Source: an optimization exercise on an open RTL-to-GDS flow (aim: small area, a short achievable clock period and few clock cycles per item). Production flows keep margins and buffers that such runs may drop.
The RTL was checked by simulation tests, not by an equivalence proof against the original design.
No activity file was given, so power comes from the tool's default toggle rates.

**design/flow/flow/run.sh**
```bash
#!/bin/bash
# Standard ORFS layout (the standard.sh) with two changes:
# - the port buffers use sky130_fd_sc_hd__buf_1 instead of the cell buffer_ports
#   picks by default;
# - synthesis does not extract full/half adder cells (ADDER_MAP_FILE empty), so
#   ABC maps the prefix adders of the RTL itself.
set -euo pipefail
export BUFFER_PORTS_ARGS="-buffer_cell sky130_fd_sc_hd__buf_1"
export ADDER_MAP_FILE=
bash standard.sh > standard.log 2>&1
```
**design/flow/standard.sh**
```bash
#!/bin/bash
# synth_recipe.tcl (not shown) runs the flow's synth.tcl, then flattens the netlist and writes it again
# the make line also repeats each setting of config.mk as NAME=value (left out here)
make -C /OpenROAD-flow-scripts/flow DESIGN_CONFIG=/design/flow/config.mk WORK_HOME=/design/flow/orfs CLKGATE_MAP_FILE= SYNTH_SCRIPT=/design/flow/synth_recipe.tcl "${@:-finish}"
```
**design/flow/config.mk**
```make
export PLATFORM = sky130hd
export DESIGN_NAME = minha_fpu
export DESIGN_NICKNAME = minha_fpu
export VERILOG_FILES = /design/flow/design.v
export SDC_FILE = /design/flow/constraint.sdc
export NUM_CORES = 4
export LEC_CHECK = 0
export ABC_AREA = 1
export CAP_MARGIN = 20
export CORE_MARGIN = 2
export CORE_UTILIZATION = 40
export CTS_BUF_LIST = sky130_fd_sc_hd__clkbuf_4
export CTS_CLUSTER_SIZE = 20
export SETUP_SLACK_MARGIN = 4.5
export SLEW_MARGIN = 20
```
**design/flow/constraint.sdc**
```tcl
create_clock -name core_clock -period 11.0 [get_ports {clock_100KHz}]
set_input_delay 2.2000 -clock core_clock [delete_from_list [all_inputs] [get_ports {clock_100KHz}]]
set_output_delay 2.2000 -clock core_clock [all_outputs]
set_load 0.01 [all_outputs]
```
**design/flow/design.v**
```verilog
module minha_fpu_add #(parameter int W = 8)
(
    input  logic [W-1:0] a,
    input  logic [W-1:0] b,
    input  logic         cin,
    output logic [W-1:0] s,
    output logic         cout
);
    logic [W-1:0] p, g, gg, pp, ng, np;
    always_comb begin
        p  = a ^ b;
        g  = a & b;
        gg = g;
        pp = p;
        gg[0] = g[0] | (p[0] & cin);
        for (int k = 1; k < W; k = k * 2) begin
            ng = gg;
            np = pp;
            for (int i = 0; i < W; i++)
                if ((i / k) % 2 == 1) begin
                    ng[i] = gg[i] | (pp[i] & gg[(i / k) * k - 1]);
                    np[i] = pp[i] & pp[(i / k) * k - 1];
                end
            gg = ng;
            pp = np;
        end
        s    = p ^ {gg[W-2:0], cin};
        cout = gg[W-1];
    end
endmodule
module minha_fpu
(
    input logic clock_100KHz,
    input logic reset,
    input logic start,
    input logic [31:0] op_A_in,
    input logic [31:0] op_B_in,
    output logic [3:0] status_out,
    output logic [31:0] data_out,
    output logic done
);
    logic        sA, sB;
    logic [9:0]  eA, eB;
    logic [20:0] fA, fB;
    assign sA = op_A_in[31];
    assign sB = op_B_in[31];
    assign eA = op_A_in[30:21];
    assign eB = op_B_in[30:21];
    assign fA = op_A_in[20:0];
    assign fB = op_B_in[20:0];
    logic zA, zB, mA, mB, nan_res;
    assign zA = (op_A_in == 32'h0);
    assign zB = (op_B_in == 32'h0);
    assign mA = &eA;
    assign mB = &eB;
    assign nan_res = (mA && fA != 21'h0) || (mB && fB != 21'h0) || (mA && mB && (sA != sB));
    logic [9:0] dAB, dBA, d;
    logic       geE, leE, geM, unused0;
    minha_fpu_add #(10) u_dab (.a(eA), .b(~eB), .cin(1'b1), .s(dAB), .cout(geE));
    minha_fpu_add #(10) u_dba (.a(eB), .b(~eA), .cin(1'b1), .s(dBA), .cout(leE));
    logic [30:0] cmp_s;
    minha_fpu_add #(31) u_cmp (.a(op_A_in[30:0]), .b(~op_B_in[30:0]), .cin(1'b1), .s(cmp_s), .cout(geM));
    logic        swap, sX;
    logic [9:0]  eX;
    logic [20:0] fY;
    assign swap = !geM;
    assign sX = swap ? sB : sA;
    assign fY = swap ? fA : fB;
    assign eX = geE ? eA : eB;
    assign d  = geE ? dAB : dBA;
    logic        spec, big, pass_d, kill, selB, sub;
    logic [20:0] fXp;
    logic [21:0] mY, mYp;
    logic [22:0] m;
    assign spec   = !zA && !zB && (mA || mB);
    assign big    = (d[9:5] != 5'd0) || (d[4:0] > 5'd22);
    assign pass_d = zA || zB || mA || mB || big;
    assign kill   = zA || zB || mA || mB || (d[9:5] != 5'd0);
    assign selB   = zA || (!zB && swap);
    assign fXp    = spec ? {20'h0, nan_res} : (selB ? fB : fA);
    assign mY     = {1'b1, fY} >> d[4:0];
    assign mYp    = kill ? 22'h0 : mY;
    assign sub    = sA ^ sB;
    minha_fpu_add #(23) u_add (.a({2'b01, fXp}), .b({1'b0, mYp} ^ {23{sub}}), .cin(sub), .s(m), .cout(unused0));
    logic [9:0] e_raw, e_d;
    logic       s_d;
    logic [1:0] ps_d;
    always_comb begin
        if (zA)        begin e_raw = eB;     s_d = sB;  ps_d = 2'd0; end
        else if (zB)   begin e_raw = eA;     s_d = sA;  ps_d = 2'd0; end
        else if (spec) begin e_raw = 10'h3FF; s_d = nan_res ? 1'b0 : (mA ? sA : sB); ps_d = nan_res ? 2'd3 : 2'd1; end
        else           begin e_raw = eX;     s_d = sX;  ps_d = 2'd2; end
    end
    assign e_d = e_raw + {8'd0, pass_d, 1'b1};
    logic        s_q, pass_q;
    logic [9:0]  e_q;
    logic [22:0] m_q;
    logic [1:0]  ps_q;
    always_ff @(posedge clock_100KHz) begin
        if (start) begin
            s_q    <= s_d;
            pass_q <= pass_d;
            e_q    <= e_d;
            m_q    <= m;
            ps_q   <= ps_d;
        end
    end
    always_ff @(posedge clock_100KHz or negedge reset) begin
        if (!reset) done <= 1'b0;
        else if (start) done <= 1'b1;
    end
    logic [4:0]  z;
    logic [22:0] n5;
    always_comb begin
        logic [31:0] v;
        logic [4:0]  zz [32];
        logic [31:0] nv;
        logic [4:0]  nz [32];
        v = {m_q, 9'h1FF};
        for (int i = 0; i < 32; i++) zz[i] = 5'd0;
        for (int w = 1; w < 32; w = w * 2) begin
            nv = '0;
            for (int i = 0; i < 32; i++) nz[i] = 5'd0;
            for (int j = 0; j < 32 / (2 * w); j++) begin
                nv[j] = v[2*j+1] | v[2*j];
                nz[j] = v[2*j+1] ? zz[2*j+1] : (zz[2*j] | 5'(w));
            end
            v = nv;
            for (int i = 0; i < 32; i++) zz[i] = nz[i];
        end
        z = pass_q ? 5'd3 : zz[0];
        n5 = m_q << z;
    end
    logic [9:0] en;
    logic [4:0] eh1;
    logic       uf, nb, unused1;
    minha_fpu_add #(5) u_enl (.a(e_q[4:0]), .b(~z), .cin(1'b1), .s(en[4:0]), .cout(nb));
    minha_fpu_add #(5) u_enh (.a(e_q[9:5]), .b(5'h1F), .cin(1'b0), .s(eh1), .cout(unused1));
    assign en[9:5] = nb ? e_q[9:5] : eh1;
    assign uf = !pass_q && (m_q == 23'h0 || (e_q[9:5] == 5'd0 && e_q[4:0] == z));
    assign data_out = uf ? 32'h0 : {s_q, en, (pass_q ? m_q[20:19] : 2'b01), n5[21:3]};
    always_comb begin
        if (pass_q)  status_out = 4'b0001 << ps_q;
        else if (uf) status_out = 4'b0100;
        else         status_out = n5[2] ? 4'b1000 : 4'b0001;
    end
endmodule
```
==> results of run 1 <==
how the worst min path moves through the flow:
stage | startpoint | end | slack (ns)
global route | done | done | 0.50
detailed placement | done | done | 0.46
floorplan | done | done | 0.51
CTS | done | done | 0.48
global placement | done | done | 0.46
finish | done | done | 0.48
power by group through the flow:
stage / sequential [mW] / clock [mW] / combinational, mW
6_report: 0.233 / 0.0672 / 0.762
5_1_grt: 0.238 / 0.0760 / 0.863
4_1_cts: 0.232 / 0.0700 / 0.743
3_5_place_dp: 0.236 / 0 / 0.736
3_3_place_gp: 0.235 / 0 / 0.732
2_1_floorplan: 0.226 / 0 / 0.566
cells in the final DEF, fill, tap and decap left out, drive strengths merged, types with 2 or more instances in the layout:
master	n
nand2	450
nand3	196
inv	188
nor2	149
buf	110
o21ai	106
a21oi	57
xor2	38
edfxtp	37
nor3	30
nand4	25
or2	12
nor4	11
a211oi	11
xnor2	11
clkbuf	9
a31oi	7
nand3b	7
and2	5
o211ai	5
a21o	4
a21boi	4
clkinv	4
o21a	3
and3	2
o311ai	2
o22ai	2
flip-flops by register name, summed over array words and instances, names as in the netlist:
signal and cells:
m_q 23, e_q 10, ps_q 2, done 1, pass_q 1, s_q 1
layout make-up:
type / instances / area (um^2)
Fill cell: 2123 / 10300
Multi-Input combinational cell: 1143 / 5770
Sequential cell: 38 / 1140
Inverter: 191 / 729
Timing Repair Buffer: 113 / 473
Tap cell: 260 / 325
Clock buffer: 6 / 45.0
Clock inverter: 2 / 8.76
Antenna cell: 1 / 2.50
logic make-up after synthesis:
family	share of synthesized area
flip-flops	0.147
XOR/XNOR	0.0600
multiplexers	0.00130
AND/OR/NAND/NOR	0.512
AO/OA/AOI/OAI	0.155
buffers and inverters	0.124
critical path, delay by kind of cell:
family	cells	cell delay [ns]
simple gates	19	3.43
buf+inv	4	0.71
per-stage QoR:
| stage | hold WS [ns] | util |
|---|---|---|
| after floorplan | 0.512 | - |
| after global placement | 0.456 | 0.437 |
| after detailed placement | 0.459 | 0.437 |
| after CTS | 0.484 | 0.442 |
| after global routing | 0.500 | 0.451 |
| final | 0.481 | 0.451 |
per-layer routing:
metal  global-route usage  share of wire  up-vias
met2                0.370           0.45      302
li1                     -              -     4790
met3              0.00838          0.052       41
met4               0.0683          0.028        0
met1                0.317           0.47     3977
met5                    0              0        -
timing repair:
| item | in CTS | in global routing |
|---|---|---|
| endpoints found under the setup margin | 42 | 37 |
| cloned | 1 | 4 |
| resized for setup | 7 | 29 |
| buffers inserted | 0 | 5 |
| pin swaps | 1 | 7 |
==> flow_summary.yaml, run 1 <==
worst_setup_path:
  cp_slowest_cell: "nor4_1"
  crit_start: "op_A_in[14]"
  path_cells: "buf_1 > nor4_1 > nand4_1 > nor2_1 > nor2_1 > nand2_1 > clkinvlp_4 > nor3_1 > inv_1 > nand3_1 > nand3_1 > nand2_1 > nand2_1 > nand2_2 > nand2_1 > nand2_2 > nand2_2 > nand2_4 > nand2_2 > nand2_2 > nand2_1 > nand2_1 > inv_1"
  r2r_start: "done"
  r2r_cells: 1
  path_common_cell: "nand2_1"
  arrival_ns: 6.35
  reg2reg_to: "done"
  r2r_slack_ns: 10.22
  crit_fanout: 19
  setup.worst_path.end: "m_q[22]"
  cpPeakStageDelay_ns: 0.65
  required_ns: 11.10
  crit_type: "primary input to flip-flop"
  worstSetupStartpointType: "primary input"
  end_kind: "flip-flop"
timing:
  timing.final.crit_period_ns: 6.25
  setup_viol: 0
  slew_violations: 0
  min_period_over_period: 0.568
  fin_setup_tns_ns: 0
  grt_setup_unrepaired: "false"
  skew_ns: 0
  setup_slack_ns: 4.75
  tightestPinTransition_ns: 0.851
  max_slew_margin: 0.433
  fmax_mhz: 160
  hold_viol: 0
cells_and_area:
  final_cells: 1754
  synthToLayoutAreaGrowth_pct: 10.1
  final_area_mm2: 0.00849
  drive_gt1_frac: 0.0884
  nets: 1559
synthesis:
  ys_types: 57
  synth.most_common_cell: "nand2_1"
  syn-num-nets: 1483
  yosysTopAreaCell: "nand2_1"
  synth.area.top_cells: "nand2_1 (20%), edfxtp_1 (14%), nand3_1 (13%)"
  ys_warn_count: 7
  syn_area_mm2: 0.00771
  async_flop_share: 0.0263
  syn-mean-instance-area_um2: 5.45
  synth_top_area_share: 0.203
  synth-seq-cells: 38
  synthTopCellsByCount: "nand2_1 (417), nand3_1 (194), inv_1 (164)"
  synth_edf_count: 37
  synthFlopType: "edfxtp_1"
  syn_inst: 1416
  ys_seq_area_frac: 0.147
power:
  combPwrFrac: 0.717
  p_per_area_mw_per_mm2: 125
  switching_share: 0.548
  p_int_mw: 0.480
  ir_worst_vdd_mv: 0.0367
  power.total_mw: 1.06
  p_leak_nw: 4.14
  seqPwrFrac: 0.219
  p_clk_frac: 0.063
  p_switching_mw: 0.583
clock_tree:
  cts_sinks: 38
  cts_root_buffer: "clkbuf_4"
  cts_hold_buffers: 0
  insertion_delay_ns: 0.33
  clkTransAtPathRegs_ns: 0.11
  cts_buffers: 5
  cts_buffer_depth: 2
  h-tree-depth: 2
  cts_tree: "built"
global_route:
  grt_overflow_total: 0
  grtUsageTotal: 0.224
  grt_max_degree: 39
  grt_pass1_wl_mm: 38.0
  antenna_found_initial: 1
  grt_pass1_vias: 8084
routing:
  vias: 9110
  vias_per_cell: 5.19
  wl_per_cell_um: 13.4
  ant_nets: 0
  drtIter0Drc: 654
  drc_errors: 0
  first_pass_iters: 5
  drt-total-wl_mm: 23.5
floorplan:
  die_h_um: 143
  row_count: 50
  die_w_um: 143
  start_util: 0.410
  dieArea_mm2: 0.0204
  core-area_mm2: 0.0188
  design.portCount: 104
worst_hold_path:
  hold_depth: 1
  hp-class: "flip-flop to flip-flop"
placement:
  dp.cells: 1735
  pre_cts_slack_ns: 3.92
  finalWeightedCongestion: 0.959
  dpl.hpwl_mm: 18.8
  io_buffers: 103
  placed_area_mm2: 0.00823
outcome:
  status: "finished clean"
flow_run:
  drv_cap: 0
Testbench counts, summed over its fixed seeds: cycles 24,000, items 24,000.
==> inputs of run 2 (changes only) <==
--- a/design/flow/config.mk
+++ b/design/flow/config.mk
@@ -9,7 +9,5 @@
 export CAP_MARGIN = 20
 export CORE_MARGIN = 2
 export CORE_UTILIZATION = 40
-export CTS_BUF_LIST = sky130_fd_sc_hd__clkbuf_4
-export CTS_CLUSTER_SIZE = 20
 export SETUP_SLACK_MARGIN = 4.5
 export SLEW_MARGIN = 20
==> run 2 against run 1 <==
Critical path type is now flip-flop to output port. Register-to-register slack barely moved. Still clean. Critical path depth rose by 3. Global-route usage about the same. Hold slack got worse by 0.013 ns. Highest routed layer unchanged. Setup slack better by 0.14 ns. Power grew 6.4%. Clock-buffer cell count is the same.
==> flow_summary.yaml, run 2 <==
outcome:
  status: "finished clean"
timing:
  max_slew_margin: 0.430
  hold_viol: 0
  fmax_mhz: 164
  slew_violations: 0
  tightestPinTransition_ns: 0.854
  grt_setup_unrepaired: "true"
  timing.final.crit_period_ns: 6.11
  min_period_over_period: 0.555
  setup_viol: 0
  fin_setup_tns_ns: 0
  skew_ns: 0
synthesis:
  synth.most_common_cell: "nand2_1"
  synthTopCellsByCount: "nand2_1 (417), nand3_1 (194), inv_1 (164)"
  ys_warn_count: 7
  synth-seq-cells: 38
  syn-mean-instance-area_um2: 5.45
  synth_top_area_share: 0.203
  yosysTopAreaCell: "nand2_1"
  syn-num-nets: 1483
  ys_seq_area_frac: 0.147
  ys_types: 57
  async_flop_share: 0.0263
  synth.area.top_cells: "nand2_1 (20%), edfxtp_1 (14%), nand3_1 (13%)"
  synthFlopType: "edfxtp_1"
  syn_inst: 1416
  syn_area_mm2: 0.00771
  synth_edf_count: 37
power:
  p_leak_nw: 4.20
  p_per_area_mw_per_mm2: 131
  power.total_mw: 1.13
  ir_worst_vdd_mv: 0.0603
cells_and_area:
  final_cell_mix: "nand2_1 (413), nand3_1 (193), inv_1 (164)"
  regMostFlops: "m_q"
  top_regs: "m_q (23), e_q (10), ps_q (2)"
  final_area_mm2: 0.00861
  mostFrequentLayoutCell: "nand2_1"
  nets: 1563
  drive_gt1_frac: 0.0908
  largest_reg_flops: 23
  synthToLayoutAreaGrowth_pct: 11.7
  antenna_cells: 0
  n_fill_cell: 2108
worst_setup_path:
  path_common_cell: "nand2_1"
  cpPeakStageDelay_ns: 0.40
  cp_slowest_cell: "edfxtp_1"
  cp_top_family: "simple AND/OR/NAND/NOR gates"
  required_ns: 8.80
  crit_fanout: 9
  cp_num_buf_inv: 4
  worstSetupStartpointType: "flip-flop"
  end_kind: "output port"
  crit_type: "flip-flop to output port"
  arrival_ns: 3.91
clock_tree:
  cts_hold_buffers: 0
  clkTransAtPathRegs_ns: 0.05
  insertion_delay_ns: 0.28
  cts_buffers: 5
  h-tree-depth: 2
  cts_sinks: 38
  cts_tree: "built"
  cts_buffer_depth: 2
  cts_root_buffer: "clkbuf_16"
global_route:
  grt_max_degree: 39
  grt_overflow_total: 0
  grt_pass1_wl_mm: 37.9
  antenna_found_initial: 0
  grtUsageTotal: 0.223
  grt_pass1_vias: 8056
placement:
  placed_area_mm2: 0.00823
  dpl.hpwl_mm: 18.8
  io_buffers: 103
  finalWeightedCongestion: 0.959
floorplan:
  design.portCount: 104
  die_w_um: 143
  dieArea_mm2: 0.0204
  row_count: 50
  die_h_um: 143
  start_util: 0.410
  core-area_mm2: 0.0188
routing:
  drt-total-wl_mm: 23.6
  first_pass_iters: 5
  drtIter0Drc: 695
  vias: 9149
  wl_per_cell_um: 13.4
  vias_per_cell: 5.21
  drc_errors: 0
  ant_nets: 0
worst_hold_path:
  hp-class: "flip-flop to flip-flop"
flow_run:
  drv_cap: 0
[run 2: changes by cell type in the layout (fill, tap and decap cells not counted), sizes merged]
| cell | previous run | this run |
|---|---|---|
| diode | 1 | 0 |
| buf | 110 | 114 |
[run 2: cells by family (layout without fill, tap and decap cells)]
group	count (synthesis)	in the layout	share of synthesized area
buffers and inverters	240	316	0.124
AND/OR/NAND/NOR	883	887	0.512
multiplexers	1	1	0.00130
AO/OA/AOI/OAI	205	206	0.155
flip-flops	38	38	0.147
XOR/XNOR	49	49	0.0600
[run 2: layer usage]
metal | vias up | GRT usage | share of wire
met5 | - | 0 | 0
met4 | 0 | 0.0730 | 0.030
met3 | 47 | 0.00738 | 0.046
met2 | 298 | 0.369 | 0.45
met1 | 4006 | 0.315 | 0.47
li1 | 4798 | - | -
[run 2: final timing paths]
path                          from      endpoint  slack, ns  depth (start not counted)
setup reg to reg              done          done      10.23                          1
max in group asynchronous    reset          done       9.23                          1
setup / recovery           m_q[21]  data_out[30]       4.89                         26
min in group asynchronous    reset          done       1.67                          1
hold / removal                done          done       0.47                          1
hold reg to reg               done          done       0.47                          1
[run 2: final cells by class]
class	instances	area (um^2)	share of cell area
Inverter	191	729	0.0847
Multi-Input combinational cell	1143	5780	0.671
Clock inverter	2	8.76	0.00102
Sequential cell	38	1140	0.132
Clock buffer	6	129	0.0150
Timing Repair Buffer	117	507	0.0588
Tap cell	260	325	0.0378
[run 2: through the flow]
stage | hold WS, ns | setup WS, ns | std cells | util
floorplan | 0.512 | 5.69 | 1416 | -
global placement | 0.456 | 4.01 | 1735 | 0.437
detailed placement | 0.459 | 3.92 | 1735 | 0.437
CTS | 0.471 | 4.53 | 1743 | 0.446
global route | 0.484 | 4.46 | 1757 | 0.457
finish | 0.468 | 4.89 | 1757 | 0.457
[run 2: repair_timing]
item / CTS / global route
endpoints found under the setup margin: 47 / 37
pin swaps: 0 / 7
setup buffers: 0 / 9
cloned: 0 / 5
gates resized for setup: 8 / 30
[run 2: power by group]
group | internal [mW] | switching (mW) | leakage (nW) | total, mW
Sequential | 0.207 | 0.0274 | 0.371 | 0.235
Clock | 0.0826 | 0.0486 | 0.0683 | 0.131
Combinational | 0.248 | 0.517 | 3.76 | 0.765
==> inputs of run 3 (changes only) <==
--- a/design/flow/config.mk
+++ b/design/flow/config.mk
@@ -8,6 +8,6 @@
 export ABC_AREA = 1
 export CAP_MARGIN = 20
 export CORE_MARGIN = 2
-export CORE_UTILIZATION = 40
+export CORE_UTILIZATION = 60
 export SETUP_SLACK_MARGIN = 4.5
 export SLEW_MARGIN = 20
==> run 3 against run 2 <==
Global-route usage grew 9.8 points. Core utilization is 22 points higher. Clock-buffer cell count shrank 1. Register-to-register slack about the same. Critical endpoint is now m_q[22]. Largest power group unchanged.
==> flow_summary.yaml, run 3 <==
outcome:
  status: "finished clean"
floorplan:
  die_w_um: 117
  row_count: 41
  design.portCount: 104
  dieArea_mm2: 0.0138
  die_h_um: 117
  core-area_mm2: 0.0126
  start_util: 0.614
power:
  switching_share: 0.512
  p_per_area_mw_per_mm2: 140
  p_switching_mw: 0.614
  combPwrFrac: 0.650
  p_clk_frac: 0.153
  p_int_mw: 0.586
  seqPwrFrac: 0.197
  ir_worst_vdd_mv: 0.0752
  p_leak_nw: 4.21
  power.total_mw: 1.20
global_route:
  grt_max_degree: 39
  antenna_found_initial: 0
  grt_pass1_vias: 7979
  grt_pass1_wl_mm: 37.6
  grtUsageTotal: 0.322
  grt_overflow_total: 0
timing:
  hold_ws_ns: 0.472
  slew_violations: 0
  setup_viol: 0
  timing.final.crit_period_ns: 6.14
  tightestPinTransition_ns: 0.929
  min_period_over_period: 0.558
  skew_ns: 0
  setup_slack_ns: 4.86
  hold_viol: 0
  fin_setup_tns_ns: 0
  grt_setup_unrepaired: "true"
  fmax_mhz: 163
  max_slew_margin: 0.381
synthesis:
  synth_top_area_share: 0.203
  syn_inst: 1416
  synth.area.top_cells: "nand2_1 (20%), edfxtp_1 (14%), nand3_1 (13%)"
  syn_area_mm2: 0.00771
  synth-seq-cells: 38
  yosysTopAreaCell: "nand2_1"
  synth_edf_count: 37
  synthFlopType: "edfxtp_1"
  async_flop_share: 0.0263
  synth.most_common_cell: "nand2_1"
  ys_types: 57
  synthTopCellsByCount: "nand2_1 (417), nand3_1 (194), inv_1 (164)"
  syn-mean-instance-area_um2: 5.45
  ys_warn_count: 7
  ys_seq_area_frac: 0.147
  syn-num-nets: 1483
routing:
  vias: 9564
  wl_per_cell_um: 14.2
  drc_errors: 0
  vias_per_cell: 5.74
  ant_nets: 0
  first_pass_iters: 6
  drtIter0Drc: 1148
  drt-total-wl_mm: 23.6
cells_and_area:
  final_cell_mix: "nand2_1 (413), nand3_1 (193), inv_1 (164)"
  top_regs: "m_q (23), e_q (10), ps_q (2)"
  final_area_mm2: 0.00854
  largest_reg_flops: 23
  mostFrequentLayoutCell: "nand2_1"
  synthToLayoutAreaGrowth_pct: 10.7
  drive_gt1_frac: 0.0936
  n_fill_cell: 1250
  nets: 1561
  regMostFlops: "m_q"
  regArea_mm2: 0.00114
  antenna_cells: 0
  multi_input_area_mm2: 0.00578
placement:
  pre_cts_slack_ns: 3.92
  placed_area_mm2: 0.00812
  io_buffers: 103
  finalWeightedCongestion: 0.997
  dpl.hpwl_mm: 18.5
worst_setup_path:
  crit_type: "primary input to flip-flop"
  crit_fanout: 22
  cp_slowest_cell: "nor3_2"
  arrival_ns: 6.17
  end_kind: "flip-flop"
  cpPeakStageDelay_ns: 0.25
  worstSetupStartpointType: "primary input"
  required_ns: 11.03
clock_tree:
  insertion_delay_ns: 0.28
  clkTransAtPathRegs_ns: 0.06
  cts_buffer_depth: 2
  cts_buffers: 5
  cts_tree: "built"
  cts_sinks: 38
  cts_root_buffer: "clkbuf_16"
  h-tree-depth: 2
  cts_hold_buffers: 0
worst_hold_path:
  hp-class: "flip-flop to flip-flop"
flow_run:
  drv_cap: 0
-- run 3: cells by family (layout without fill, tap and decap cells) --
logic type,after synthesis,after routing,synth area share
buf+inv,240,315,0.124
flops,38,38,0.147
simple gates,883,887,0.512
compound gates,205,205,0.155
mux,1,1,0.00130
xor+xnor,49,49,0.0600
-- run 3: cell type report --
type / instances / share of cell area
Clock buffer: 5 / 0.0147
Sequential cell: 38 / 0.133
Multi-Input combinational cell: 1142 / 0.676
Timing Repair Buffer: 116 / 0.0579
Inverter: 191 / 0.0854
Tap cell: 172 / 0.0252
Clock inverter: 3 / 0.00747
-- run 3: path summary, 6_finish.rpt --
check | startpoint | end | slack, ns | cells past startpoint
worst max-delay path | op_B_in[26] | m_q[22] | 4.86 | 32
worst min-delay path | done | done | 0.47 | 1
worst max register to register | done | done | 10.22 | 1
worst min register to register | done | done | 0.47 | 1
max in group asynchronous | reset | done | 9.23 | 1
min in group asynchronous | reset | done | 1.67 | 1
-- run 3: routing by layer --
layer,vias up,track usage,wire length (um)
met5,-,0,0
met4,0,0.0708,539
met3,60,0.0409,1990
met2,465,0.529,10800
met1,4242,0.452,10200
li1,4797,-,-
-- run 3: through the flow --
stage / utilization / std cells
after floorplan: - / 1416
after global placement: 0.646 / 1646
after detailed placement: 0.646 / 1646
after CTS: 0.662 / 1654
after global routing: 0.679 / 1667
final: 0.679 / 1667
-- run 3: worst max-delay path: cells and delay by family --
kind	cells	cell delay, ns
AO/OA/AOI/OAI	2	0.35
buffers and inverters	7	0.78
AND/OR/NAND/NOR	23	2.80
-- run 3: repair_timing --
item | in CTS | in global routing
resized for setup | 7 | 34
setup endpoints to repair | 43 | 39
cloned | 0 | 4
pin swaps | 0 | 8
setup buffers | 0 | 9
endpoints found under the hold margin | 0 | 0
-- run 3: power by group through the flow --
stage | Combinational, mW | Sequential [mW] | Clock, mW
2_1_floorplan | 0.566 | 0.226 | 0
3_3_place_gp | 0.734 | 0.236 | 0
3_5_place_dp | 0.740 | 0.237 | 0
4_1_cts | 0.746 | 0.235 | 0.185
5_1_grt | 0.872 | 0.241 | 0.192
6_report | 0.780 | 0.237 | 0.183
==> inputs of run 4 (changes only) <==
--- a/design/flow/design.v
+++ b/design/flow/design.v
@@ -58,8 +58,10 @@
     logic       geE, leE, geM, unused0;
     minha_fpu_add #(10) u_dab (.a(eA), .b(~eB), .cin(1'b1), .s(dAB), .cout(geE));
     minha_fpu_add #(10) u_dba (.a(eB), .b(~eA), .cin(1'b1), .s(dBA), .cout(leE));
-    logic [30:0] cmp_s;
-    minha_fpu_add #(31) u_cmp (.a(op_A_in[30:0]), .b(~op_B_in[30:0]), .cin(1'b1), .s(cmp_s), .cout(geM));
+    logic        geF;
+    logic [20:0] cmp_s;
+    minha_fpu_add #(21) u_cmp (.a(fA), .b(~fB), .cin(1'b1), .s(cmp_s), .cout(geF));
+    assign geM = !leE || (geE && geF);       
     logic        swap, sX;
     logic [9:0]  eX;
     logic [20:0] fY;
--- a/design/flow/config.mk
+++ b/design/flow/config.mk
@@ -6,8 +6,8 @@
 export NUM_CORES = 4
 export LEC_CHECK = 0
 export ABC_AREA = 1
-export CAP_MARGIN = 20
+export CAP_MARGIN = 0
 export CORE_MARGIN = 2
-export CORE_UTILIZATION = 60
+export CORE_UTILIZATION = 40
 export SETUP_SLACK_MARGIN = 4.5
-export SLEW_MARGIN = 20
+export SLEW_MARGIN = 0
==> run 4 against run 3 <==
First-iteration DRC count down 38%. Synthesized cell count down 0.99%. Sequential power about the same. Wire length down 5.0%. Die area up 46%. Via count down 7.2%. Hold slack worse by 0.0044 ns.
==> flow_summary.yaml, run 4 <==
outcome:
  status: "finished clean"
cells_and_area:
  largest_reg_flops: 23
  synthToLayoutAreaGrowth_pct: 11.7
  mostFrequentLayoutCell: "nand2_1"
  final_cell_mix: "nand2_1 (424), nand3_1 (179), inv_1 (164)"
  final_area_mm2: 0.00848
  top_regs: "m_q (23), e_q (10), ps_q (2)"
  regMostFlops: "m_q"
  n_fill_cell: 2072
  antenna_cells: 0
  nets: 1551
  final_cells: 1719
  drive_gt1_frac: 0.0741
floorplan:
  dieArea_mm2: 0.0201
  design.portCount: 104
  core-area_mm2: 0.0186
  start_util: 0.407
  die_w_um: 142
  die_h_um: 142
  row_count: 50
flow_run:
  drv_cap: 0
clock_tree:
  cts_hold_buffers: 0
  cts_root_buffer: "clkbuf_16"
  cts_tree: "built"
  insertion_delay_ns: 0.27
  h-tree-depth: 2
  cts_sinks: 38
  clkTransAtPathRegs_ns: 0.05
  cts_buffers: 5
  cts_buffer_depth: 2
routing:
  vias_per_cell: 5.17
  vias: 8880
  first_pass_iters: 5
  ant_nets: 0
  drtIter0Drc: 710
  wl_per_cell_um: 13.1
  drc_errors: 0
  drt-total-wl_mm: 22.4
power:
  p_leak_nw: 4.13
  p_per_area_mw_per_mm2: 141
  power.total_mw: 1.19
  ir_worst_vdd_mv: 0.0623
synthesis:
  yosysTopAreaCell: "nand2_1"
  ys_warn_count: 7
  async_flop_share: 0.0263
  synth.most_common_cell: "nand2_1"
  ys_types: 54
  syn_area_mm2: 0.00759
  syn-num-nets: 1469
  synth-seq-cells: 38
  syn_inst: 1402
  synth.area.top_cells: "nand2_1 (21%), edfxtp_1 (15%), nand3_1 (12%)"
  synthFlopType: "edfxtp_1"
  synthTopCellsByCount: "nand2_1 (426), nand3_1 (181), inv_1 (169)"
  syn-mean-instance-area_um2: 5.41
  synth_top_area_share: 0.211
  synth_edf_count: 37
  ys_seq_area_frac: 0.150
timing:
  hold_viol: 0
  setup_slack_ns: 4.85
  grt_setup_unrepaired: "true"
  fin_setup_tns_ns: 0
  max_slew_margin: 0.443
  slew_violations: 0
  fmax_mhz: 163
  tightestPinTransition_ns: 0.835
  timing.final.crit_period_ns: 6.15
  setup_viol: 0
  skew_ns: 0
  min_period_over_period: 0.559
worst_setup_path:
  end_kind: "output port"
  required_ns: 8.80
  crit_fanout: 25
  r2r_start: "done"
  crit_start: "m_q[20]"
  arrival_ns: 3.95
  worstSetupStartpointType: "flip-flop"
  crit_type: "flip-flop to output port"
placement:
  pre_cts_slack_ns: 3.04
  placed_area_mm2: 0.00806
  dp.cells: 1696
  dpl.hpwl_mm: 18.5
  io_buffers: 103
  finalWeightedCongestion: 0.924
global_route:
  antenna_found_initial: 0
  grt_overflow_total: 0
  grtUsageTotal: 0.216
  grt_pass1_vias: 7595
  grt_max_degree: 39
  grt_pass1_wl_mm: 36.3
worst_hold_path:
  worstHoldStart: "done"
  hp-class: "flip-flop to flip-flop"
run 4: metal layers:
layer	vias to the layer above	global-route usage	wire, um
met4	0	0.0695	470
met5	-	0	0
li1	4750	-	-
met2	290	0.349	9950
met1	3812	0.309	10800
met3	28	0.0148	1180
run 4: final cells by class:
cell class              instances  area, um^2  area share
clock buffers                   5         125      0.0148
clock inverters                 3        16.3     0.00192
inverters                     180         703      0.0830
multi-input cells            1138        5680       0.670
flip-flops and latches         38        1140       0.134
well taps                     234         293      0.0345
repair buffers                120         515      0.0608
repair inverters                1        7.51    0.000886
run 4: power by group:
part | switching, mW | internal, mW | total, mW
Combinational | 0.549 | 0.274 | 0.823
Sequential | 0.0268 | 0.211 | 0.238
Clock | 0.0484 | 0.0824 | 0.131
run 4: timing repair:
item,CTS,global route
buffers inserted,2,11
cloned,0,2
pin swaps,0,4
resized for setup,9,26
endpoints found under the setup margin,44,45
run 4: worst max-delay path, stage by stage (launching register included):
cell and delay (ns):
edfxtp_1 0.41, inv_1 0.13, nand2_1 0.09, nor3_1 0.25, nand4_1 0.29, nor2_2 0.29, nand3_1 0.14, a31oi_2 0.18
buf_4 0.28, inv_1 0.26, nand2_1 0.14, nand2_1 0.07, a21boi_0 0.27, nor2_1 0.07, nor2_1 0.12, nand2_1 0.10
nor2_1 0.14, nand2_1 0.10, o21ai_0 0.15, a21oi_1 0.05, buf_1 0.12
run 4: logic make-up (layout without fill, tap and decap cells):
group	after synthesis	in the layout	synth area share
AOI/OAI and AO/OA	185	185	0.140
buffers and inverters	227	309	0.122
xor gates and xnor gates	53	53	0.0650
DFF	38	38	0.150
and+or+nand+nor	895	896	0.518
muxes	4	4	0.00528
run 4: worst paths after layout:
| path | end | slack (ns) | cells after the start |
|---|---|---|---|
| hold / removal | done | 0.47 | 1 |
| min in group asynchronous | done | 1.68 | 1 |
| setup / recovery | data_out[30] | 4.85 | 20 |
| hold reg to reg | done | 0.47 | 1 |
| max in group asynchronous | done | 9.22 | 1 |
| setup reg to reg | done | 10.23 | 1 |
run 4: metrics by stage:
stage / hold slack (ns) / util
CTS: 0.471 / 0.443
finish: 0.467 / 0.455
global route: 0.479 / 0.455
floorplan: 0.512 / -
global placement: 0.456 / 0.432
detailed placement: 0.459 / 0.432
Testbench counts of run 4, summed over its fixed seeds: cycles 24,000, items 24,000.
==> inputs of run 5 (changes only) <==
--- a/design/flow/config.mk
+++ b/design/flow/config.mk
@@ -6,8 +6,8 @@
 export NUM_CORES = 4
 export LEC_CHECK = 0
 export ABC_AREA = 1
-export CAP_MARGIN = 0
+export CAP_MARGIN = 20
 export CORE_MARGIN = 2
 export CORE_UTILIZATION = 40
-export SETUP_SLACK_MARGIN = 4.5
-export SLEW_MARGIN = 0
+export SETUP_SLACK_MARGIN = 4.2
+export SLEW_MARGIN = 20
==> run 5 against run 4 <==
Register-to-register slack about the same. Combinational power decreased by 2.6%. Fmax decreased by 3.4%. Clock skew unchanged. Sequential power about the same. Still clean on timing, DRC and antenna. Clock power about the same. Sequential share of layout area increased by 0.29 points. Clock-buffer cell count unchanged. Via count decreased by 0.88%. Wire length decreased by 1.1%. Largest cell class unchanged. Die area unchanged.
==> flow_summary.yaml, run 5 <==
floorplan:
  core-area_mm2: 0.0186
  die_h_um: 142
  dieArea_mm2: 0.0201
  row_count: 50
  die_w_um: 142
  start_util: 0.407
  design.portCount: 104
placement:
  dp.cells: 1696
  io_buffers: 103
  finalWeightedCongestion: 0.924
  dpl.hpwl_mm: 18.5
cells_and_area:
  synthToLayoutAreaGrowth_pct: 9.37
  antenna_cells: 0
  top_regs: "m_q (23), e_q (10), ps_q (2)"
  regMostFlops: "m_q"
  mostFrequentLayoutCell: "nand2_1"
  largest_reg_flops: 23
  nets: 1538
  drive_gt1_frac: 0.0605
  final_cell_mix: "nand2_1 (424), nand3_1 (179), inv_1 (167)"
  final_cells: 1706
synthesis:
  synth-seq-cells: 38
  syn_inst: 1402
  synthFlopType: "edfxtp_1"
  synth_top_area_share: 0.211
  synthTopCellsByCount: "nand2_1 (426), nand3_1 (181), inv_1 (169)"
  yosysTopAreaCell: "nand2_1"
  syn-num-nets: 1469
  synth_edf_count: 37
  ys_types: 54
  synth.most_common_cell: "nand2_1"
  ys_warn_count: 7
  async_flop_share: 0.0263
  synth.area.top_cells: "nand2_1 (21%), edfxtp_1 (15%), nand3_1 (12%)"
  syn_area_mm2: 0.00759
  syn-mean-instance-area_um2: 5.41
  ys_seq_area_frac: 0.150
routing:
  vias_per_cell: 5.16
  first_pass_iters: 6
  drc_errors: 0
  vias: 8802
  drtIter0Drc: 735
  drt-total-wl_mm: 22.2
  ant_nets: 0
  wl_per_cell_um: 13.0
power:
  combPwrFrac: 0.685
  p_clk_frac: 0.112
  p_leak_nw: 4.08
  p_per_area_mw_per_mm2: 141
  p_switching_mw: 0.614
  switching_share: 0.525
  ir_worst_vdd_mv: 0.0619
  p_int_mw: 0.556
  seqPwrFrac: 0.203
worst_setup_path:
  cpPeakStageDelay_ns: 0.44
  crit_type: "flip-flop to output port"
  worstSetupStartpointType: "flip-flop"
  cp_slowest_cell: "nor2_2"
  arrival_ns: 4.17
  end_kind: "output port"
  cp_num_buf_inv: 5
  required_ns: 8.80
  cp_top_family: "simple AND/OR/NAND/NOR gates"
  path_cells: "inv_1 > nand2_1 > nor3_1 > nand4_1 > inv_1 > nand2_1 > nor2_2 > clkinv_1 > nand2_1 > nand2_1 > nor3_1 > nand3_1 > o21ai_0 > nand2_1 > inv_1 > o32ai_1 > buf_1"
  crit_fanout: 14
  path_common_cell: "nand2_1"
timing:
  tightestPinTransition_ns: 0.834
  hold_viol: 0
  fin_setup_tns_ns: 0
  slew_violations: 0
  setup_viol: 0
  fmax_mhz: 157
  timing.final.crit_period_ns: 6.37
  grt_setup_unrepaired: "true"
  max_slew_margin: 0.444
  skew_ns: 0
  min_period_over_period: 0.579
global_route:
  antenna_found_initial: 0
  grt_pass1_vias: 7590
  grtUsageTotal: 0.216
  grt_overflow_total: 0
  grt_max_degree: 39
  grt_pass1_wl_mm: 36.3
clock_tree:
  clkTransAtPathRegs_ns: 0.05
  cts_root_buffer: "clkbuf_16"
  cts_buffer_depth: 2
  cts_buffers: 5
  cts_sinks: 38
  cts_hold_buffers: 0
  cts_tree: "built"
  h-tree-depth: 2
  insertion_delay_ns: 0.27
outcome:
  status: "finished clean"
worst_hold_path:
  hp-class: "flip-flop to flip-flop"
flow_run:
  drv_cap: 0
==> run 5: cell counts after synthesis <==
No cell type changed its count.
==> run 5: logic make-up (layout without fill, tap and decap cells) <==
kind of cell / after synthesis / count (layout) / synth area share
mux: 4 / 4 / 0.00528
compound gates: 185 / 185 / 0.140
buf+inv: 227 / 297 / 0.122
flops: 38 / 38 / 0.150
simple gates: 895 / 895 / 0.518
xor+xnor: 53 / 53 / 0.0650
==> run 5: timing repair <==
item,in CTS,in global routing
gates resized for setup,5,11
cloned,0,1
setup buffers,0,1
endpoints found under the setup margin,26,51
==> run 5: metal layers <==
metal,up-vias,GRT usage,part of all wire
met1,3756,0.311,0.48
met2,289,0.349,0.44
met3,30,0.0105,0.057
met5,-,0,0
li1,4727,-,-
met4,0,0.0695,0.020
==> run 5: path summary, 6_finish.rpt <==
check / startpoint / endpoint / slack [ns] / cells after the start
worst max-delay path: m_q[20] / status_out[0] / 4.63 / 17
worst min-delay path: done / done / 0.47 / 1
worst max register to register: done / done / 10.23 / 1
worst min register to register: done / done / 0.47 / 1
max in group asynchronous: reset / done / 9.22 / 1
min in group asynchronous: reset / done / 1.68 / 1
==> run 5: per-stage QoR <==
step | hold WS [ns] | power, mW | utilization | worst slack, ns | cell area (um^2)
after floorplan | 0.512 | 0.841 | - | 5.64 | 7590
after global placement | 0.456 | 1.02 | 0.432 | 3.20 | 8060
after detailed placement | 0.459 | 1.02 | 0.432 | 3.04 | 8060
after CTS | 0.471 | 1.16 | 0.441 | 4.14 | 8220
after global routing | 0.479 | 1.29 | 0.445 | 4.12 | 8300
final | 0.467 | 1.17 | 0.445 | 4.63 | 8300
==> run 5: power by group through the flow <==
stage	Combinational (mW)	Sequential [mW]	Clock [mW]
3_3_place_gp	0.780	0.240	0
4_1_cts	0.788	0.238	0.134
3_5_place_dp	0.784	0.241	0
5_1_grt	0.911	0.243	0.141
2_1_floorplan	0.610	0.232	0
6_report	0.802	0.238	0.131
==> run 5: area by class of cell <==
type                       count  area, um^2
clock buffer                   5         125
clock inverter                 3        16.3
fill                        2078       10300
inverter                     180         689
multi-input combinational   1137        5590
sequential                    38        1140
tap                          234         293
timing repair buffer         108         438
timing repair inverter         1        5.00
==> inputs of run 6 (changes only) <==
--- a/design/flow/config.mk
+++ b/design/flow/config.mk
@@ -9,5 +9,5 @@
 export CAP_MARGIN = 20
 export CORE_MARGIN = 2
 export CORE_UTILIZATION = 40
-export SETUP_SLACK_MARGIN = 4.2
+export SETUP_SLACK_MARGIN = 4.75
 export SLEW_MARGIN = 20
==> run 6 against run 5 <==
Via count increased by 2.8%. Clock skew did not move. Clock-buffer cell count did not move. Sequential share of layout area shrank 0.59 points. Non-clock buffer count is 20 higher.
==> flow_summary.yaml, run 6 <==
routing:
  drtIter0Drc: 717
  vias_per_cell: 5.22
  drc_errors: 0
  first_pass_iters: 6
  ant_nets: 0
  wl_per_cell_um: 13.5
  vias: 9045
  drt-total-wl_mm: 23.4
placement:
  finalWeightedCongestion: 0.924
  dpl.hpwl_mm: 18.5
  dp.cells: 1696
  io_buffers: 103
floorplan:
  start_util: 0.407
  core-area_mm2: 0.0186
  die_w_um: 142
  row_count: 50
  dieArea_mm2: 0.0201
  die_h_um: 142
  design.portCount: 104
cells_and_area:
  top_regs: "m_q (23), e_q (10), ps_q (2)"
  drive_gt1_frac: 0.0935
  regMostFlops: "m_q"
  final_cells: 1732
  antenna_cells: 0
  multi_input_area_mm2: 0.00579
  mostFrequentLayoutCell: "nand2_1"
  n_fill_cell: 2079
  regArea_mm2: 0.00114
  largest_reg_flops: 23
  final_cell_mix: "nand2_1 (419), nand3_1 (179), inv_1 (163)"
  nets: 1564
  synthToLayoutAreaGrowth_pct: 14.3
outcome:
  status: "finished clean"
clock_tree:
  cts_buffer_depth: 2
  cts_tree: "built"
  cts_hold_buffers: 0
  insertion_delay_ns: 0.27
  cts_sinks: 38
  clkTransAtPathRegs_ns: 0.05
  cts_buffers: 5
  h-tree-depth: 2
  cts_root_buffer: "clkbuf_16"
synthesis:
  synth_xor_area_frac: 0.0650
  synth_top_area_share: 0.211
  yosys.area_share.simple: 0.518
  synth.area.top_cells: "nand2_1 (21%), edfxtp_1 (15%), nand3_1 (12%)"
  synth-seq-cells: 38
  yosysTopAreaCell: "nand2_1"
  synth.most_common_cell: "nand2_1"
  synth_top_family_by_area: "simple AND/OR/NAND/NOR gates"
  syn-mean-instance-area_um2: 5.41
  yosys.area_share.adder: 0
  syn_area_mm2: 0.00759
  synth_compound_area_frac: 0.140
  muxShareOfSynthArea: 0.00528
  ys_warn_count: 7
  syn-num-nets: 1469
  async_flop_share: 0.0263
  ys_seq_area_frac: 0.150
  syn_inst: 1402
  synthFlopType: "edfxtp_1"
  ys_types: 54
  synth_edf_count: 37
  synthTopCellsByCount: "nand2_1 (426), nand3_1 (181), inv_1 (169)"
timing:
  hold_ws_ns: 0.467
  hold_viol: 0
  slew_violations: 0
  fmax_mhz: 165
  tightestPinTransition_ns: 1.01
  max_slew_margin: 0.322
  fin_setup_tns_ns: 0
  min_period_over_period: 0.549
  setup_viol: 0
  skew_ns: 0
  timing.final.crit_period_ns: 6.04
  grt_setup_unrepaired: "true"
global_route:
  grt_max_degree: 39
  grt_overflow_total: 0
  grt_pass1_wl_mm: 36.8
  antenna_found_initial: 0
  grtUsageTotal: 0.219
  grt_pass1_vias: 7687
power:
  power.total_mw: 1.21
  ir_worst_vdd_mv: 0.0624
  p_leak_nw: 4.23
  p_per_area_mw_per_mm2: 140
worst_setup_path:
  cp_slowest_cell: "o21ai_1"
  required_ns: 11.03
  worstSetupStartpointType: "primary input"
  crit_fanout: 13
  crit_type: "primary input to flip-flop"
  end_kind: "flip-flop"
  arrival_ns: 6.08
  cpPeakStageDelay_ns: 0.57
worst_hold_path:
  hp-class: "flip-flop to flip-flop"
flow_run:
  drv_cap: 0
-- run 6: worst max-delay path: cells and delay by family --
family                 cells  cell delay (ns)
buffers and inverters      6             0.79
AND/OR/NAND/NOR           18             2.04
AO/OA/AOI/OAI              2             0.79
XOR/XNOR                   1             0.23
-- run 6: area by class of cell --
type | instances | area share
Clock buffer | 5 | 0.0144
Clock inverter | 3 | 0.00188
Inverter | 180 | 0.0821
Multi-Input combinational cell | 1143 | 0.668
Sequential cell | 38 | 0.131
Tap cell | 234 | 0.0338
Timing Repair Buffer | 128 | 0.0680
Timing Repair inverter | 1 | 0.000866
-- run 6: worst paths after layout --
| check | from | to | slack, ns | cells past startpoint |
|---|---|---|---|---|
| max in group asynchronous | reset | done | 9.22 | 1 |
| min reg2reg | done | done | 0.47 | 1 |
| max | op_B_in[30] | m_q[22] | 4.96 | 27 |
| min | done | done | 0.47 | 1 |
| max reg2reg | done | done | 10.23 | 1 |
| min in group asynchronous | reset | done | 1.68 | 1 |
-- run 6: where the power goes --
group / switching (mW) / internal, mW
Clock: 0.0484 / 0.0824
Combinational: 0.560 / 0.284
Sequential: 0.0272 / 0.211
-- run 6: what timing repair did --
item,CTS,global route
resized for setup,17,41
pin swaps,1,5
endpoints found under the setup margin,59,55
setup buffers,5,16
gates cloned,2,5
-- run 6: logic make-up after synthesis --
| family | count (synthesis) |
|---|---|
| AO/OA/AOI/OAI | 185 |
| multiplexers | 4 |
| buffers and inverters | 227 |
| XOR/XNOR | 53 |
| AND/OR/NAND/NOR | 895 |
| flip-flops | 38 |
-- run 6: per-stage QoR --
step | cell area (um^2) | setup WS (ns) | utilization
after floorplan | 7590 | 5.64 | -
after global placement | 8060 | 3.20 | 0.432
after detailed placement | 8060 | 3.04 | 0.432
after CTS | 8330 | 4.72 | 0.447
after global routing | 8670 | 4.65 | 0.465
final | 8670 | 4.96 | 0.465
-- run 6: per-layer routing --
metal | up-vias | global-route usage | part of all wire
met2 | 328 | 0.354 | 0.44
met4 | 0 | 0.0726 | 0.027
li1 | 4789 | - | -
met3 | 42 | 0.0175 | 0.061
met1 | 3886 | 0.310 | 0.47
met5 | - | 0 | 0
==> inputs of run 7 (changes only) <==
--- a/design/flow/config.mk
+++ b/design/flow/config.mk
@@ -9,5 +9,6 @@
 export CAP_MARGIN = 20
 export CORE_MARGIN = 2
 export CORE_UTILIZATION = 40
-export SETUP_SLACK_MARGIN = 4.75
+export PLACE_DENSITY = 0.8
+export SETUP_SLACK_MARGIN = 4.5
 export SLEW_MARGIN = 20
==> run 7 against run 6 <==
Combinational power about the same. Final cell count decreased by 0.17%. Sequential power about the same. Clock-buffer cell count increased by 3. Still clean on timing, DRC and antenna. Largest power group unchanged. Non-clock buffer count increased by 1. Critical path type unchanged. Die area unchanged. Via count increased by 4.1%.
==> flow_summary.yaml, run 7 <==
outcome:
  status: "finished clean"
timing:
  slew_violations: 0
  hold_ws_ns: 0.459
  timing.final.crit_period_ns: 6.17
  fin_setup_tns_ns: 0
  setup_viol: 0
  grt_setup_unrepaired: "false"
  max_slew_margin: 0.424
  fmax_mhz: 162
  hold_viol: 0
  skew_ns: 0
  min_period_over_period: 0.561
  tightestPinTransition_ns: 0.863
synthesis:
  async_flop_share: 0.0263
  yosysTopAreaCell: "nand2_1"
  synth_top_area_share: 0.211
  synthFlopType: "edfxtp_1"
  syn_inst: 1402
  synth-seq-cells: 38
  synth_edf_count: 37
  syn-num-nets: 1469
  ys_warn_count: 7
  ys_seq_area_frac: 0.150
  synth.most_common_cell: "nand2_1"
  syn-mean-instance-area_um2: 5.41
  synthTopCellsByCount: "nand2_1 (426), nand3_1 (181), inv_1 (169)"
  ys_types: 54
  synth.area.top_cells: "nand2_1 (21%), edfxtp_1 (15%), nand3_1 (12%)"
  syn_area_mm2: 0.00759
clock_tree:
  cts_root_buffer: "clkbuf_16"
  clkTransAtPathRegs_ns: 0.05
  insertion_delay_ns: 0.28
  h-tree-depth: 2
  cts_sinks: 38
  cts_tree: "built"
  cts_buffer_depth: 2
  cts_hold_buffers: 0
  cts_buffers: 5
cells_and_area:
  n_fill_cell: 1994
  final_cell_mix: "nand2_1 (423), nand3_1 (179), inv_1 (164)"
  multi_input_area_mm2: 0.00570
  regArea_mm2: 0.00114
  final_area_mm2: 0.00859
  synthToLayoutAreaGrowth_pct: 13.3
  final_core_utilization: 0.461
  top_regs: "m_q (23), e_q (10), ps_q (2)"
  largest_reg_flops: 23
  regMostFlops: "m_q"
  nets: 1561
  antenna_cells: 0
  mostFrequentLayoutCell: "nand2_1"
  drive_gt1_frac: 0.0816
placement:
  placed_area_mm2: 0.00806
  finalWeightedCongestion: 1.06
  io_buffers: 103
  dpl.hpwl_mm: 18.2
worst_setup_path:
  cp_num_buf_inv: 6
  r2r_cells: 1
  cp_top_family: "simple AND/OR/NAND/NOR gates"
  required_ns: 11.04
  r2r_slack_ns: 10.23
  crit_type: "primary input to flip-flop"
  cp_slowest_cell: "a21oi_1"
  reg2reg_to: "done"
  r2r_start: "done"
  cp_num_cells: 31
  cpPeakStageDelay_ns: 0.28
  setup.worst_path.end: "m_q[22]"
  end_kind: "flip-flop"
  worstSetupStartpointType: "primary input"
  crit_start: "op_A_in[27]"
  arrival_ns: 6.21
  crit_fanout: 29
floorplan:
  row_count: 50
  start_util: 0.407
  die_w_um: 142
  die_h_um: 142
  dieArea_mm2: 0.0201
  design.portCount: 104
  core-area_mm2: 0.0186
flow_run:
  drv_cap: 0
power:
  p_leak_nw: 4.20
  ir_worst_vdd_mv: 0.0632
  p_per_area_mw_per_mm2: 144
global_route:
  grt_overflow_total: 0
  grtUsageTotal: 0.221
  antenna_found_initial: 0
  grt_pass1_vias: 8090
  grt_max_degree: 39
  grt_pass1_wl_mm: 37.6
routing:
  drc_errors: 0
  vias: 9414
  drt-total-wl_mm: 23.2
  vias_per_cell: 5.44
  wl_per_cell_um: 13.4
  first_pass_iters: 6
  ant_nets: 0
  drtIter0Drc: 1167
worst_hold_path:
  hp-class: "flip-flop to flip-flop"
-- run 7: repair_timing --
item                                    CTS  global route
endpoints found under the setup margin   44            56
buffers inserted                          0            23
cloned                                    1             2
pin swaps                                 1             4
gates resized for setup                   9            29
-- run 7: through the flow --
| step | setup WS [ns] | cells | power, mW |
|---|---|---|---|
| after floorplan | 5.64 | 1402 | 0.841 |
| after CTS | 4.53 | 1704 | 1.19 |
| after global routing | 4.45 | 1729 | 1.35 |
| final | 4.83 | 1729 | 1.23 |
| after global placement | 3.37 | 1695 | 1.01 |
| after detailed placement | 3.24 | 1695 | 1.02 |
-- run 7: worst min-delay path by stage --
stage / startpoint / end / depth (start not counted)
final: done / done / 1
after global placement: done / done / 1
after floorplan: done / done / 1
after global routing: done / done / 1
after detailed placement: done / done / 1
after CTS: done / done / 1
-- run 7: where the power goes --
| group | leakage, nW | internal, mW | switching (mW) |
|---|---|---|---|
| combinational | 3.74 | 0.278 | 0.563 |
| clock | 0.0832 | 0.102 | 0.0505 |
| sequential | 0.371 | 0.211 | 0.0295 |
| total | 4.20 | 0.592 | 0.643 |
-- run 7: cells by family after synthesis --
logic type | after synthesis | share of synthesized area
XOR/XNOR | 53 | 0.0650
buffers and inverters | 227 | 0.122
flip-flops | 38 | 0.150
multiplexers | 4 | 0.00528
AND/OR/NAND/NOR | 895 | 0.518
AO/OA/AOI/OAI | 185 | 0.140
-- run 7: layout make-up --
cell class,instances,area share
repair buffers,129,0.0679
repair inverters,1,0.000874
multi-input cells,1139,0.664
clock buffers,8,0.0194
inverters,180,0.0818
flip-flops and latches,38,0.132
well taps,234,0.0341
-- run 7: routing by layer --
layer | part of all wire | wire length [um] | vias to the layer above | track usage
li1 | - | - | 4782 | -
met1 | 0.45 | 10500 | 4110 | 0.315
met2 | 0.44 | 10300 | 467 | 0.359
met3 | 0.081 | 1880 | 55 | 0.0209
met4 | 0.022 | 516 | 0 | 0.0542
met5 | 0 | 0 | - | 0
==> inputs of run 8 (changes only) <==
--- a/design/flow/config.mk
+++ b/design/flow/config.mk
@@ -9,6 +9,6 @@
 export CAP_MARGIN = 20
 export CORE_MARGIN = 2
 export CORE_UTILIZATION = 40
-export PLACE_DENSITY = 0.8
+export GPL_ROUTABILITY_DRIVEN = 0
 export SETUP_SLACK_MARGIN = 4.5
 export SLEW_MARGIN = 20
==> run 8 against run 7 <==
Hold slack improved by 0.00059 ns. Via count shrank 4.7%. Global-route usage shrank 0.15 points. Sequential share of layout area is 0.20 points higher. Core utilization shrank 0.67 points. Combinational power fell by 2.9%. Synthesized cell count stayed put. Sequential power hardly changed. Largest power group unchanged. Largest cell class unchanged. Die area unchanged.
==> flow_summary.yaml, run 8 <==
timing:
  fin_setup_tns_ns: 0
  timing.final.crit_period_ns: 6.14
  tightestPinTransition_ns: 0.866
  fmax_mhz: 163
  grt_setup_unrepaired: "true"
  min_period_over_period: 0.558
  hold_viol: 0
  slew_violations: 0
  max_slew_margin: 0.422
  setup_viol: 0
  skew_ns: 0
cells_and_area:
  mostFrequentLayoutCell: "nand2_1"
  final_cells: 1721
  antenna_cells: 0
  largest_reg_flops: 23
  final_cell_mix: "nand2_1 (424), nand3_1 (180), inv_1 (165)"
  nets: 1553
  synthToLayoutAreaGrowth_pct: 11.6
  regArea_mm2: 0.00114
  n_fill_cell: 2071
  top_regs: "m_q (23), e_q (10), ps_q (2)"
  multi_input_area_mm2: 0.00565
  regMostFlops: "m_q"
  drive_gt1_frac: 0.0746
placement:
  dp.cells: 1697
  io_buffers: 103
  dpl.hpwl_mm: 18.5
routing:
  drc_errors: 0
  ant_nets: 0
  vias: 8970
  drt-total-wl_mm: 22.5
  drtIter0Drc: 688
  first_pass_iters: 8
  wl_per_cell_um: 13.1
  vias_per_cell: 5.21
floorplan:
  core-area_mm2: 0.0186
  die_h_um: 142
  design.portCount: 104
  dieArea_mm2: 0.0201
  die_w_um: 142
  start_util: 0.407
  row_count: 50
global_route:
  antenna_found_initial: 0
  grt_max_degree: 41
  grt_pass1_wl_mm: 36.8
  grt_overflow_total: 0
  grt_pass1_vias: 7648
  grtUsageTotal: 0.219
clock_tree:
  cts_buffers: 5
  cts_hold_buffers: 0
  insertion_delay_ns: 0.27
  cts_sinks: 38
  h-tree-depth: 2
  clkTransAtPathRegs_ns: 0.05
  cts_buffer_depth: 2
  cts_root_buffer: "clkbuf_16"
  cts_tree: "built"
power:
  ir_worst_vdd_mv: 0.0660
  p_leak_nw: 4.15
  p_per_area_mw_per_mm2: 140
synthesis:
  synth_edf_count: 37
  syn-mean-instance-area_um2: 5.41
  synthFlopType: "edfxtp_1"
  synth.area.top_cells: "nand2_1 (21%), edfxtp_1 (15%), nand3_1 (12%)"
  syn_inst: 1402
  synthTopCellsByCount: "nand2_1 (426), nand3_1 (181), inv_1 (169)"
  ys_warn_count: 7
  yosysTopAreaCell: "nand2_1"
  ys_types: 54
  synth_top_area_share: 0.211
  syn_area_mm2: 0.00759
  async_flop_share: 0.0263
  syn-num-nets: 1469
  synth-seq-cells: 38
  ys_seq_area_frac: 0.150
  synth.most_common_cell: "nand2_1"
worst_setup_path:
  cp_slowest_cell: "nor3_1"
  crit_fanout: 29
  cp_top_family: "simple AND/OR/NAND/NOR gates"
  required_ns: 11.04
  crit_type: "primary input to flip-flop"
  cpPeakStageDelay_ns: 0.36
  end_kind: "flip-flop"
  cp_num_buf_inv: 6
  worstSetupStartpointType: "primary input"
  arrival_ns: 6.17
flow_run:
  drv_cap: 0
worst_hold_path:
  hp-class: "flip-flop to flip-flop"
outcome:
  status: "finished clean"
==> run 8: cell types whose count changed in the layout (fill, tap and decap cells not counted), sizes merged <==
| cell | change |
|---|---|
| clkinv | +2 |
| inv | +1 |
| a31oi | -1 |
| clkbuf | -3 |
| buf | -7 |
==> run 8: worst paths after layout <==
check,from,to,slack (ns),cells after the start
max,op_A_in[27],m_q[22],4.86,32
min,done,done,0.46,1
max reg2reg,done,done,10.23,1
min reg2reg,done,done,0.46,1
max in group asynchronous,reset,done,9.22,1
min in group asynchronous,reset,done,1.68,1
==> run 8: kinds of logic (layout without fill, tap and decap cells) <==
kind of cell / Yosys count / after routing / share of synthesized area
simple gates: 895 / 896 / 0.518
buf+inv: 227 / 311 / 0.122
compound gates: 185 / 185 / 0.140
xor+xnor: 53 / 53 / 0.0650
flops: 38 / 38 / 0.150
mux: 4 / 4 / 0.00528
==> run 8: what timing repair did <==
item | 4_1_cts | 5_1_grt
gates cloned | 0 | 2
pin swaps | 0 | 2
endpoints found under the setup margin | 33 | 54
buffers inserted | 0 | 14
gates resized for setup | 7 | 23
==> run 8: final cells by class <==
cell class / count / share of cell area
clock inverters: 3 / 0.00192
repair buffers: 122 / 0.0641
well taps: 234 / 0.0346
inverters: 180 / 0.0826
repair inverters: 1 / 0.000887
multi-input cells: 1138 / 0.667
flip-flops and latches: 38 / 0.134
clock buffers: 5 / 0.0148
==> run 8: power by group <==
part / switching (mW) / leakage [nW] / internal [mW]
Combinational: 0.545 / 3.71 / 0.273
Sequential: 0.0278 / 0.371 / 0.211
Clock: 0.0485 / 0.0672 / 0.0824
==> run 8: metal layers <==
| layer | wire, um | GRT usage | vias to the layer above | share of wire |
|---|---|---|---|---|
| li1 | - | - | 4754 | - |
| met1 | 10800 | 0.318 | 3860 | 0.48 |
| met2 | 9780 | 0.354 | 312 | 0.44 |
| met3 | 1210 | 0.00574 | 44 | 0.054 |
| met4 | 624 | 0.0695 | 0 | 0.028 |
| met5 | 0 | 0 | - | 0 |
==> run 8: through the flow <==
| step | util | setup WS (ns) | hold slack [ns] | instance area, um^2 | total power [mW] |
|---|---|---|---|---|---|
| 6_report | 0.454 | 4.86 | 0.460 | 8470 | 1.19 |
| 3_3_place_gp | 0.433 | 3.67 | 0.453 | 8070 | 1.02 |
| 5_1_grt | 0.454 | 4.41 | 0.500 | 8470 | 1.31 |
| 3_5_place_dp | 0.433 | 3.53 | 0.457 | 8070 | 1.03 |
| 2_1_floorplan | - | 5.64 | 0.512 | 7590 | 0.841 |
| 4_1_cts | 0.442 | 4.49 | 0.470 | 8240 | 1.16 |
==> inputs of run 9 (changes only) <==
--- a/design/flow/config.mk
+++ b/design/flow/config.mk
@@ -9,6 +9,5 @@
 export CAP_MARGIN = 20
 export CORE_MARGIN = 2
 export CORE_UTILIZATION = 40
-export GPL_ROUTABILITY_DRIVEN = 0
 export SETUP_SLACK_MARGIN = 4.5
 export SLEW_MARGIN = 20
==> run 9 against run 8 <==
Clock power barely moved. Core utilization barely moved. Global-route usage fell by 0.29 points. Via count fell by 1.0%. Combinational power rose by 0.7%. Power rose by 0.37%. Setup slack got worse by 0.011 ns. Design area barely moved. Largest power group unchanged.
==> flow_summary.yaml, run 9 <==
outcome:
  status: "finished clean"
placement:
  io_buffers: 103
  dpl.hpwl_mm: 18.5
  finalWeightedCongestion: 0.924
cells_and_area:
  synthToLayoutAreaGrowth_pct: 11.7
  antenna_cells: 0
  n_fill_cell: 2072
  drive_gt1_frac: 0.0741
  nets: 1551
  mostFrequentLayoutCell: "nand2_1"
  top_regs: "m_q (23), e_q (10), ps_q (2)"
  regMostFlops: "m_q"
  final_cell_mix: "nand2_1 (424), nand3_1 (179), inv_1 (164)"
  regArea_mm2: 0.00114
  largest_reg_flops: 23
  multi_input_area_mm2: 0.00568
clock_tree:
  cts_tree: "built"
  clkTransAtPathRegs_ns: 0.05
  insertion_delay_ns: 0.27
  cts_sinks: 38
  cts_hold_buffers: 0
  cts_buffers: 5
  cts_buffer_depth: 2
  cts_root_buffer: "clkbuf_16"
  h-tree-depth: 2
worst_setup_path:
  cp_slowest_cell: "edfxtp_1"
  crit_start: "m_q[20]"
  crit_type: "flip-flop to output port"
  end_kind: "output port"
  arrival_ns: 3.95
  r2r_start: "done"
  worstSetupStartpointType: "flip-flop"
  required_ns: 8.80
  cpPeakStageDelay_ns: 0.41
  path_common_cell: "nand2_1"
  crit_fanout: 25
  path_cells: "inv_1 > nand2_1 > nor3_1 > nand4_1 > nor2_2 > nand3_1 > a31oi_2 > buf_4 > inv_1 > nand2_1 > nand2_1 > a21boi_0 > nor2_1 > nor2_1 > nand2_1 > nor2_1 > nand2_1 > o21ai_0 > a21oi_1 > buf_1"
  r2r_slack_ns: 10.23
floorplan:
  die_w_um: 142
  row_count: 50
  core-area_mm2: 0.0186
  dieArea_mm2: 0.0201
  start_util: 0.407
  design.portCount: 104
  die_h_um: 142
global_route:
  grt_pass1_vias: 7595
  antenna_found_initial: 0
  grt_overflow_total: 0
  grtUsageTotal: 0.216
  grt_max_degree: 39
  grt_pass1_wl_mm: 36.3
power:
  seqPwrFrac: 0.200
  p_switching_mw: 0.624
  ir_worst_vdd_mv: 0.0623
  combPwrFrac: 0.691
  p_int_mw: 0.568
  p_per_area_mw_per_mm2: 141
  p_leak_nw: 4.13
  switching_share: 0.523
  p_clk_frac: 0.110
flow_run:
  drv_cap: 0
worst_hold_path:
  worstHoldStart: "done"
  hp-class: "flip-flop to flip-flop"
routing:
  drtIter0Drc: 710
  drt-total-wl_mm: 22.4
  drc_errors: 0
  vias_per_cell: 5.17
  wl_per_cell_um: 13.1
  first_pass_iters: 5
  ant_nets: 0
  vias: 8880
synthesis:
  ys_seq_area_frac: 0.150
  synth-seq-cells: 38
  synthFlopType: "edfxtp_1"
  synth_edf_count: 37
  synth_top_area_share: 0.211
  synthTopCellsByCount: "nand2_1 (426), nand3_1 (181), inv_1 (169)"
  syn-num-nets: 1469
  synth.area.top_cells: "nand2_1 (21%), edfxtp_1 (15%), nand3_1 (12%)"
  synth.most_common_cell: "nand2_1"
  yosysTopAreaCell: "nand2_1"
  syn_area_mm2: 0.00759
  syn-mean-instance-area_um2: 5.41
  syn_inst: 1402
  async_flop_share: 0.0263
  ys_warn_count: 7
  ys_types: 54
timing:
  tightestPinTransition_ns: 0.835
  slew_violations: 0
  hold_viol: 0
  setup_viol: 0
  grt_setup_unrepaired: "true"
  fmax_mhz: 163
  timing.final.crit_period_ns: 6.15
  skew_ns: 0
  fin_setup_tns_ns: 0
  max_slew_margin: 0.443
  min_period_over_period: 0.559
  hold_ws_ns: 0.467
[run 9: cell counts after synthesis]
No cell type changed its count.
[run 9: kinds of logic (layout without fill, tap and decap cells)]
logic type      after synthesis  after routing  synth area share
simple gates                895            896             0.518
buf+inv                     227            309             0.122
compound gates              185            185             0.140
xor+xnor                     53             53            0.0650
flops                        38             38             0.150
mux                           4              4           0.00528
[run 9: layout make-up]
cell class | count | area share
clock buffers | 5 | 0.0148
multi-input cells | 1138 | 0.670
repair buffers | 120 | 0.0608
well taps | 234 | 0.0345
inverters | 180 | 0.0830
repair inverters | 1 | 0.000886
flip-flops and latches | 38 | 0.134
clock inverters | 3 | 0.00192
[run 9: final timing paths]
check,cells after the start,to
setup / recovery,20,data_out[30]
hold / removal,1,done
setup reg to reg,1,done
hold reg to reg,1,done
max in group asynchronous,1,done
min in group asynchronous,1,done
[run 9: repair_timing]
item	in CTS	in global routing
gates cloned	0	2
endpoints found under the setup margin	44	45
setup buffers	2	11
gates resized for setup	9	26
hold endpoints to repair	0	0
pin swaps	0	4
[run 9: routing by layer]
metal | GRT usage | vias to the layer above | part of all wire
met1 | 0.309 | 3812 | 0.48
li1 | - | 4750 | -
met2 | 0.349 | 290 | 0.44
met3 | 0.0148 | 28 | 0.053
met4 | 0.0695 | 0 | 0.021
met5 | 0 | - | 0
[run 9: power by group through the flow]
stage	clock, mW	combinational [mW]	sequential, mW
2_1_floorplan	0	0.610	0.232
3_5_place_dp	0	0.784	0.241
3_3_place_gp	0	0.780	0.240
4_1_cts	0.134	0.790	0.238
5_1_grt	0.141	0.932	0.244
6_report	0.131	0.823	0.238
[run 9: stage by stage]
step	total power [mW]	std cells	setup slack (ns)	instance area, um^2	utilization
2_1_floorplan	0.841	1402	5.64	7590	-
3_3_place_gp	1.02	1696	3.20	8060	0.432
3_5_place_dp	1.02	1696	3.04	8060	0.432
4_1_cts	1.16	1706	4.57	8250	0.443
5_1_grt	1.32	1719	4.44	8480	0.455
6_report	1.19	1719	4.85	8480	0.455
[run 9: critical path: cells and delay by family, from the launching register on]
family	cells	cell delay (ns)
buf+inv	4	0.79
simple gates	12	1.80
flops	1	0.41
compound gates	4	0.65

==> separate check: timing with driven ports <==
No port has a modelled driver above. Below, the same layouts with a new extraction and two added sets of constraints. Step 1 sets driving cells, clkbuf_16 on the clock port and buf_2 on the other inputs (assumed; they add their load-dependent delay and slew). Step 2 also shifts input and output timing later by t, the mid clock arrival at the registers, as if the neighbouring blocks saw the same clock. Three values: no drivers, after step 1, after step 2; two values: the first two.
| run | t, ns | slack for setup (ns) | worst hold slack (ns) |
|---|---|---|---|
| run 1 | 0.355 | 4.752 / 4.760 / 4.405 | 0.481 / 0.481 / 0.481 |
| run 2 | 0.311 | 4.895 / 4.860 / 4.597 | 0.468 / 0.468 / 0.468 |
| run 3 | 0.309 | 4.862 / 4.851 / 4.566 | 0.472 / 0.472 / 0.472 |
| run 4 | 0.307 | 4.853 / 4.817 / 4.589 | 0.467 / 0.467 / 0.467 |
| run 5 | 0.308 | 4.634 / 4.598 / 4.390 | 0.467 / 0.467 / 0.467 |
| run 6 | 0.307 | 4.957 / 4.971 / 4.663 | 0.467 / 0.467 / 0.467 |
| run 7 | 0.309 | 4.834 / 4.844 / 4.535 | 0.459 / 0.459 / 0.459 |
| run 8 | 0.308 | 4.864 / 4.873 / 4.565 | 0.460 / 0.460 / 0.460 |
| run 9 | 0.307 | 4.853 / 4.817 / 4.589 | 0.467 / 0.467 / 0.467 |
After both steps setup and hold are still met in every run listed. For run 1, which loses most, drivers alone change the setup slack by +0.008 ns; drivers and shift together by -0.347 ns.
